This design comes from an exercise in tuning for small area and a short achievable clock period on the open sky130 flow, not from production work. In this exercise RTL edits were held to simulation tests only and were not proved equivalent to the original. Power and IR drop assume default switching activity.

==> flow/design.v, too long to show whole: its modules and the start of the top module <==
// module bitonic_comp: 18 lines
// module bitonic_top: 4038 lines
module bitonic_top #(parameter NUM_INPUT = 16, DATA_WIDTH = 8)
(clk, reset, data_in, valid, done, data_out);
  // ...
==> flow/flow/run.sh <==
#!/bin/bash
# Own layout flow: the standard layout, except that the synthesis maps the
# combinational logic with flow/abc.script (an area-recovering ABC script) in place of
# ORFS's speed script. Registers, their names and everything after synthesis are as in
# the standard flow. Ports are buffered with buf_2 cells.
set -euo pipefail
W=$(pwd)
{
  head -n 1 synth_recipe.tcl
  cat <<EOF
proc abc {args} {
  set i [lsearch -exact \$args -script]
  if { \$i >= 0 } { set args [lreplace \$args [expr {\$i+1}] [expr {\$i+1}] $W/flow/abc.script] }
  yosys abc {*}\$args
}
EOF
  tail -n +2 synth_recipe.tcl
} > my_synth.tcl
sed "s#SYNTH_SCRIPT=[^ ]*#SYNTH_SCRIPT=$W/my_synth.tcl#" standard.sh > my_standard.sh
grep -q "SYNTH_SCRIPT=$W/my_synth.tcl" my_standard.sh
bash my_standard.sh "BUFFER_PORTS_ARGS=-buffer_cell sky130_fd_sc_hd__buf_2" finish > flow.log 2>&1
==> flow/flow/abc.script <==
strash
dc2
strash
&get -n
&dch -f
&nf -R 100 -p
&put
==> flow/standard.sh <==
#!/bin/bash
# synth_recipe.tcl (not shown) runs the flow's synth.tcl, then flattens the netlist and writes it again
# the make line also repeats each setting of config.mk as NAME=value (left out here)
make -C /OpenROAD-flow-scripts/flow DESIGN_CONFIG=/design/flow/config.mk WORK_HOME=/design/flow/orfs CLKGATE_MAP_FILE= SYNTH_SCRIPT=/design/flow/synth_recipe.tcl "${@:-finish}"
==> flow/config.mk <==
export PLATFORM = sky130hd
export DESIGN_NAME = bitonic_top
export DESIGN_NICKNAME = bitonic_top
export VERILOG_FILES = /design/flow/design.v
export SDC_FILE = /design/flow/constraint.sdc
export NUM_CORES = 4
export LEC_CHECK = 0
export CAP_MARGIN = 20
export CORE_MARGIN = 2
export CORE_UTILIZATION = 65
export CTS_CLUSTER_DIAMETER = 45
export CTS_CLUSTER_SIZE = 25
export SETUP_SLACK_MARGIN = 1.4
export SLEW_MARGIN = 20
==> flow/constraint.sdc <==
create_clock -name core_clock -period 3.0 [get_ports {clk}]
set_input_delay 0.6000 -clock core_clock [delete_from_list [all_inputs] [get_ports {clk}]]
set_output_delay 0.6000 -clock core_clock [all_outputs]
set_load 0.01 [all_outputs]
==> results.sh, run 1 <==
export IMPL_multiInputGateArea_sq_um=15500
export IMPL_power_density_nw_per_um2=1160
export IMPL_grt_overflow_total=0
export IMPL_final_max_slew_violation_count=0
export IMPL_reg2reg_slack_ps=1410
export IMPL_cts_buffers=96
export IMPL_syn_area_per_cell_sq_um=8.52
export IMPL_path_delay_family="flip-flops"
export IMPL_startpoint="l7_11_13_4_hi_p6"
export IMPL_ant_nets=0
export IMPL_instances_no_fill=5569
export IMPL_grt_pass1_wl_um=142000
export IMPL_setup_ws_ps=1290
export IMPL_cts_sinks=1052
export IMPL_relSlewSlack_pct=56.7
export IMPL_crit_slowest_cell="dfxtp_1"
export IMPL_gr_max_usage_layer="met2"
export IMPL_clock_cell_area_share_pct=7.87
export IMPL_die_y_um=247
export IMPL_sh_seq_area_pct=47.7
export IMPL_status="complete, no violations"
export IMPL_setup_tns_ps=0
export IMPL_post_cts_setup_buffers=0
export IMPL_ff_latch_area_sq_um=21200
export IMPL_num_nonclk_buffers=262
export IMPL_yosys_warnings=1
export IMPL_cts_root_buf="clkbuf_16"
==> inputs of run 2 (changes only) <==
--- a/flow/config.mk
+++ b/flow/config.mk
@@ -8,7 +8,7 @@
 export CAP_MARGIN = 20
 export CORE_MARGIN = 2
 export CORE_UTILIZATION = 65
-export CTS_CLUSTER_DIAMETER = 45
-export CTS_CLUSTER_SIZE = 25
+export CTS_CLUSTER_DIAMETER = 70
+export CTS_CLUSTER_SIZE = 36
 export SETUP_SLACK_MARGIN = 1.4
 export SLEW_MARGIN = 20
==> results.sh, run 2 <==
export IMPL_drc_errors=0
export IMPL_cts_buffers=43
export IMPL_worstSetupStartpointType="flip-flop"
export IMPL_dp_hpwl_um=71600
export IMPL_final_nets=4799
export IMPL_antenna_found_initial=2
export IMPL_fmax_mhz=592
export IMPL_tightestPinTransition_ps=682
export IMPL_worstPathArrival_ps=2210
export IMPL_synthFlopType="dfxtp_1"
export IMPL_core_rowCount=88
export IMPL_critical_path_class="reg2reg"
export IMPL_path_cells="clkinv_1 -> a21oi_2 -> nand2_1 -> nand2_1 -> nand2_1 -> o21ai_0"
export IMPL_core_area_sq_um=57900
export IMPL_yosys_warnings=1
export IMPL_drt_initial_drc_count=2072
export IMPL_grt_pass1_vias=27100
export IMPL_grt_pass1_wl_um=136000
export IMPL_period_needed_ps=1690
export IMPL_synth_most_common_cell="dfxtp_1"
export IMPL_gp_congestion=0.924
export IMPL_dieArea_sq_um=60800
export IMPL_cts_hold_buf=0
export IMPL_path_max_fanout=4
export IMPL_crit_slowest_cell="dfxtp_1"
export IMPL_syn2layout_area_growth_pct=11.1
export IMPL_pin_count=260
export IMPL_synth_area_top_cells="dfxtp_1 (55%), nor2_1 (6.1%), a21oi_1 (5.7%)"
export IMPL_synth_largest_area_cell="dfxtp_1"
export IMPL_reg2reg_depth=6
export IMPL_cts_tree="done"
export IMPL_r2r_start="l1_1_12_1_hi_p1"
export IMPL_cts_max_level=2
export IMPL_grt_overflow_total=0
export IMPL_cts_sinks=1052
export IMPL_cts_root_buf="clkbuf_16"
export IMPL_yosys_cell_types_count=37
export IMPL_maxCapViolCount=0
export IMPL_reg2reg_slack_ps=1310
export IMPL_p_leak_nw=18.1
export IMPL_end_kind="flip-flop"
export IMPL_required_ps=3520
export IMPL_routed_via_count=30200
export IMPL_first_pass_iters=6
export IMPL_placed_area_sq_um=39600
export IMPL_syn_area_sq_um=38300
export IMPL_hp_class="in2reg"
export IMPL_synthCells=4489
export IMPL_timing_final_crit_share_pct=56.3
export IMPL_die_y_um=247
export IMPL_worst_hold_path_endpoint="in11_6_p1"
export IMPL_ant_nets=0
export IMPL_syn_nets=4620
export IMPL_routed_via_density=5.52
export IMPL_syn_area_per_cell_sq_um=8.52
export IMPL_whs_path_depth=1
export IMPL_die_w_um=247
export IMPL_hold_viol_final=0
export IMPL_finalSetupViolations=0
export IMPL_ir_drop_uv=805
export IMPL_synth_edf_count=0
export IMPL_fillerInstances=4412
export IMPL_hold_start="data_in[89]"
export IMPL_final_cell_mix="dfxtp_1 (968), nor2_1 (595), nand2_1 (539)"
export IMPL_status="complete, no violations"
export IMPL_final_common_cell="dfxtp_1"
export IMPL_final_max_slew_violation_count=0
export IMPL_relSlewSlack_pct=54.1
export IMPL_clk_latency_ps=640
export IMPL_ys_ff_latch=1052
export IMPL_largest_reg_flops=6
export IMPL_clockBufferDepth=3
export IMPL_grt_max_degree=37
export IMPL_regMostFlops="vpipe"
export IMPL_rsz0062_at_grt="yes"
export IMPL_ys_async_sr_fraction_pct=0
export IMPL_max_stage_delay_ps=460
export IMPL_yosysTopAreaCellShare_pct=55.0
export IMPL_ys_seq_area_share_pct=55.0
export IMPL_fin_area_sq_um=42500
export IMPL_wl_per_cell_um=16.7
export IMPL_worstReg2RegEnd="l2_11_12_3_x_p2"
export IMPL_cpMostUsedCell="nand2_1"
export IMPL_initial_core_util_pct=66.1
export IMPL_drive_above_1_share_pct=13.2
export IMPL_ys_top_cells_by_count="dfxtp_1 (1052), nor2_1 (623), nand2_1 (539), a21oi_1 (433), clkinv_1 (421)"
export IMPL_wl_um=91000
export IMPL_clk_pin_slew_worst_paths_ps=120
export IMPL_grt_usage_pct=28.9
export IMPL_portBuffers=259
export IMPL_power_density_nw_per_um2=1090
export IMPL_finClkSkew_ps=25.3
export IMPL_setup_tns_ps=0
[run 2: cell count changes in the layout (fill, tap and decap cells not counted), moves of 5 or more]
| cell | change |
|---|---|
| inv_8 | -12 |
| o22ai_1 | -11 |
| clkinv_8 | -11 |
| o22ai_2 | +11 |
| clkbuf_16 | -52 |
| inv_6 | -17 |
| buf_2 | +5 |
| dfxtp_1 | -10 |
| dfxtp_2 | +10 |
| buf_6 | -5 |
[run 2: through the flow]
step                util [%]  total power [mW]  cells  hold slack, ps  setup WS (ps)
floorplan                  -              32.4   4489             310           1620
global placement        68.3              36.4   5386             310           1240
detailed placement      68.3              36.9   5386             312           1190
CTS                     71.5              45.0   5458            36.0           1280
global route            73.4              49.2   5460            38.8           1260
finish                  73.4              46.2   5461            56.6           1310
[run 2: worst max-delay path, delay by kind of cell, from the launching register on]
family | cells | cell delay, ps
AO/OA/AOI/OAI | 2 | 610
buffers and inverters | 1 | 180
flip-flops | 1 | 460
AND/OR/NAND/NOR | 3 | 340
[run 2: power by group]
group	internal [mW]	total (mW)	switching, mW
Clock	3.28	7.91	4.62
Sequential	18.4	21.5	3.09
Combinational	6.35	16.8	10.5
[run 2: cell type report]
class,count,area (sq um),share of cell area (%)
antenna,1,2.50,0.00588
clock buffer,47,1130,2.67
sequential,1052,21200,49.8
clock inverter,25,453,1.06
inverter,421,1580,3.72
timing repair buffer,262,1630,3.82
tap,765,957,2.25
multi-input combinational,2888,15600,36.7
[run 2: worst max path at each step]
stage / from / endpoint / cells past startpoint
6_report: l1_1_12_1_hi_p1 / l2_11_12_3_x_p2 / 6
2_1_floorplan: l4_13_15_1_lo_p2 / l5_13_14_3_x_p3 / 6
3_5_place_dp: l5_1_2_0_y_p2 / l5_1_2_3_x_p3 / 6
5_1_grt: l1_1_12_1_hi_p1 / l2_11_12_3_x_p2 / 6
3_3_place_gp: l5_1_2_0_y_p2 / l5_1_2_3_x_p3 / 6
4_1_cts: l4_13_15_1_hi_p6 / data_out[126] / 1
[run 2: routing by layer]
metal / wire [um] / track usage (%) / vias to the layer above / part of all wire [%]
met2: 44400 / 51.9 / 796 / 49
met1: 37900 / 35.2 / 13800 / 42
met5: 0 / 0 / - / 0
met4: 4090 / 12.2 / 0 / 4.5
li1: - / - / 15400 / -
met3: 4630 / 3.06 / 185 / 5.1
[run 2: logic make-up after synthesis]
logic type,synth area share (%)
AOI/OAI and AO/OA,20.6
and+or+nand+nor,17.7
DFF,55.0
buffers and inverters,6.64
[run 2: timing repair]
item	in CTS	in global routing
resized for setup	71	326
setup endpoints to repair	172	362
setup buffers	0	2
pin swaps	0	4
==> inputs of run 3 (changes only) <==
--- a/flow/config.mk
+++ b/flow/config.mk
@@ -8,7 +8,7 @@
 export CAP_MARGIN = 20
 export CORE_MARGIN = 2
 export CORE_UTILIZATION = 65
-export CTS_CLUSTER_DIAMETER = 70
-export CTS_CLUSTER_SIZE = 36
-export SETUP_SLACK_MARGIN = 1.4
+export CTS_CLUSTER_DIAMETER = 60
+export CTS_CLUSTER_SIZE = 30
+export SETUP_SLACK_MARGIN = 1.3
 export SLEW_MARGIN = 20
==> results.sh, run 3 <==
export IMPL_status="complete, no violations"
export IMPL_fmax_mhz=590
export IMPL_ant_nets=0
export IMPL_syn2layout_area_growth_pct=9.68
export IMPL_path_max_fanout=1
export IMPL_drc_errors=0
export IMPL_clockBufferDepth=3
export IMPL_setup_tns_ps=0
export IMPL_cts_root_buf="clkbuf_16"
export IMPL_p_leak_nw=18.0
export IMPL_pre_cts_ws_ps=1190
export IMPL_finClkSkew_ps=25.2
export IMPL_cts_sinks=1052
export IMPL_final_common_cell="dfxtp_1"
export IMPL_post_cts_setup_buffers=0
export IMPL_rsz0062_at_grt="yes"
export IMPL_core_rowCount=88
export IMPL_power_density_nw_per_um2=1090
export IMPL_final_max_slew_violation_count=0
export IMPL_cts_hold_buf=0
export IMPL_worstPathArrival_ps=1090
export IMPL_setup_ws_ps=1310
export IMPL_first_pass_iters=6
export IMPL_ys_ff_latch=1052
export IMPL_wl_per_cell_um=16.4
export IMPL_syn_area_sq_um=38300
export IMPL_synth_largest_area_cell="dfxtp_1"
export IMPL_fillerInstances=4544
export IMPL_synthCells=4489
export IMPL_power_share_combinational_pct=35.4
export IMPL_tightestPinTransition_ps=649
export IMPL_worstSetupStartpointType="flip-flop"
export IMPL_p_int_mw=28.0
export IMPL_finalSetupViolations=0
export IMPL_yosysTopAreaCellShare_pct=55.0
export IMPL_drt_initial_drc_count=1937
export IMPL_synth_area_top_cells="dfxtp_1 (55%), nor2_1 (6.1%), a21oi_1 (5.7%)"
export IMPL_path_buf_inv=1
export IMPL_final_nets=4804
export IMPL_die_y_um=247
export IMPL_timing_final_crit_share_pct=56.5
export IMPL_grt_max_degree=31
export IMPL_routed_via_count=30000
export IMPL_grt_pass1_vias=27100
export IMPL_synth_most_common_cell="dfxtp_1"
export IMPL_swShare_pct=38.9
export IMPL_wl_um=89800
export IMPL_hold_viol_final=0
export IMPL_fin_area_sq_um=42000
export IMPL_period_needed_ps=1690
export IMPL_max_stage_delay_ps=330
export IMPL_maxCapViolCount=0
export IMPL_cts_buffers=50
export IMPL_path_delay_family="flip-flops"
export IMPL_syn_area_per_cell_sq_um=8.52
export IMPL_ys_top_cells_by_count="dfxtp_1 (1052), nor2_1 (623), nand2_1 (539), a21oi_1 (433), clkinv_1 (421)"
export IMPL_syn_nets=4620
export IMPL_cts_max_level=2
export IMPL_instances_no_fill=5474
export IMPL_finalPower_mw=45.8
export IMPL_drive_above_1_share_pct=9.73
export IMPL_ys_async_sr_fraction_pct=0
export IMPL_hp_class="in2reg"
export IMPL_cts_resized=43
export IMPL_core_area_sq_um=57900
export IMPL_relSlewSlack_pct=56.3
export IMPL_placed_area_sq_um=39600
export IMPL_required_ps=2400
export IMPL_ys_seq_area_share_pct=55.0
export IMPL_critical_path_class="reg2out"
export IMPL_largest_reg_flops=6
export IMPL_portBuffers=259
export IMPL_end_kind="output port"
export IMPL_die_w_um=247
export IMPL_gp_congestion=0.924
export IMPL_yosys_warnings=1
export IMPL_synthFlopType="dfxtp_1"
export IMPL_grt_overflow_total=0
export IMPL_ir_drop_uv=840
export IMPL_yosys_cell_types_count=37
export IMPL_crit_slowest_cell="dfxtp_1"
export IMPL_regMostFlops="vpipe"
export IMPL_clkPwrFrac_pct=18.0
export IMPL_clk_latency_ps=650
export IMPL_routed_via_density=5.49
export IMPL_synth_edf_count=0
export IMPL_initial_core_util_pct=66.1
export IMPL_dieArea_sq_um=60800
export IMPL_grt_usage_pct=28.9
export IMPL_clk_pin_slew_worst_paths_ps=110
export IMPL_path_cells="buf_2"
export IMPL_dp_hpwl_um=71600
export IMPL_pin_count=260
export IMPL_cts_tree="done"
export IMPL_final_util_pct=72.5
export IMPL_seq_power_share_pct=46.6
export IMPL_final_cell_mix="dfxtp_1 (994), nor2_1 (618), nand2_1 (539)"
export IMPL_switching_power_mw=17.8
export IMPL_placed_cells=5386
export IMPL_antenna_found_initial=3
export IMPL_grt_pass1_wl_um=136000
export IMPL_hold_slack_ps=42.5
-- run 3: cell counts after synthesis --
No cell type changed its count.
-- run 3: cell families (layout without fill, tap and decap cells) --
family | Yosys count | in the layout | synth area share, %
flops | 1052 | 1052 | 55.0
simple gates | 1557 | 1557 | 17.7
compound gates | 1331 | 1331 | 20.6
buf+inv | 549 | 768 | 6.64
other cells | 0 | 1 | 0
-- run 3: final cells by class --
| cell class | count | area (sq um) | area share (%) |
|---|---|---|---|
| diodes | 1 | 2.50 | 0.00596 |
| clock buffers | 55 | 1300 | 3.10 |
| clock inverters | 32 | 434 | 1.03 |
| inverters | 421 | 1580 | 3.77 |
| multi-input cells | 2888 | 14900 | 35.6 |
| flip-flops and latches | 1052 | 21100 | 50.4 |
| well taps | 765 | 957 | 2.28 |
| repair buffers | 260 | 1640 | 3.90 |
-- run 3: routing by layer --
metal,routed length (um),track usage (%)
met2,43700,51.4
met4,4130,12.8
met3,4910,3.14
met1,37100,35.3
met5,0,0
-- run 3: final timing paths --
check        slack (ps)        startpoint  depth (start not counted)               end
max                1310   l10_8_9_4_lo_p6                          1      data_out[67]
min reg2reg         320  l4_13_15_5_hi_p5                          0  l4_13_15_5_hi_p6
min                  40      data_in[101]                          1         in12_2_p1
max reg2reg        1330   l3_12_13_2_x_p2                          6  l3_12_13_5_lo_p3
-- run 3: power groups by stage --
stage | sequential (mW) | combinational, mW | clock, mW
2_1_floorplan | 20.6 | 11.8 | 0
3_3_place_gp | 21.3 | 15.1 | 0
3_5_place_dp | 21.4 | 15.5 | 0
4_1_cts | 21.2 | 15.7 | 8.39
5_1_grt | 21.8 | 18.1 | 8.90
6_report | 21.3 | 16.2 | 8.25

==> static timing again, ports no longer ideal <==
The results above use ideal ports. As a check the final layouts listed here were re-extracted and re-timed, cells and wires unchanged. Step 1 assumes that a clkbuf_16 drives the clock port and a buf_2 every other input. Step 2 moves the port delays by t, midway between the first and last clock arrival at a register: inputs arrive t later, outputs are due t later. That takes back most of the time a late clock gives input paths. Slacks: ideal ports / drivers / drivers and shift; pairs: ideal ports / drivers.
run	shift t [ns]	slack for setup (ns)	hold WS [ns]	worst register clock-pin slew, ns	worst data-port slew with drivers (ns)	pins driven straight from the clock port
run 1	0.715	1.294 / 1.231 / 1.409	0.029 / -0.012 / 0.319	0.09 / 0.09	0.09	1
run 2	0.687	1.310 / 1.248 / 1.310	0.057 / 0.012 / 0.330	0.12 / 0.12	0.08	1
run 3	0.697	1.306 / 1.243 / 1.332	0.043 / 0.000 / 0.319	0.11 / 0.11	0.08	1
After both steps every run listed still meets setup and hold.
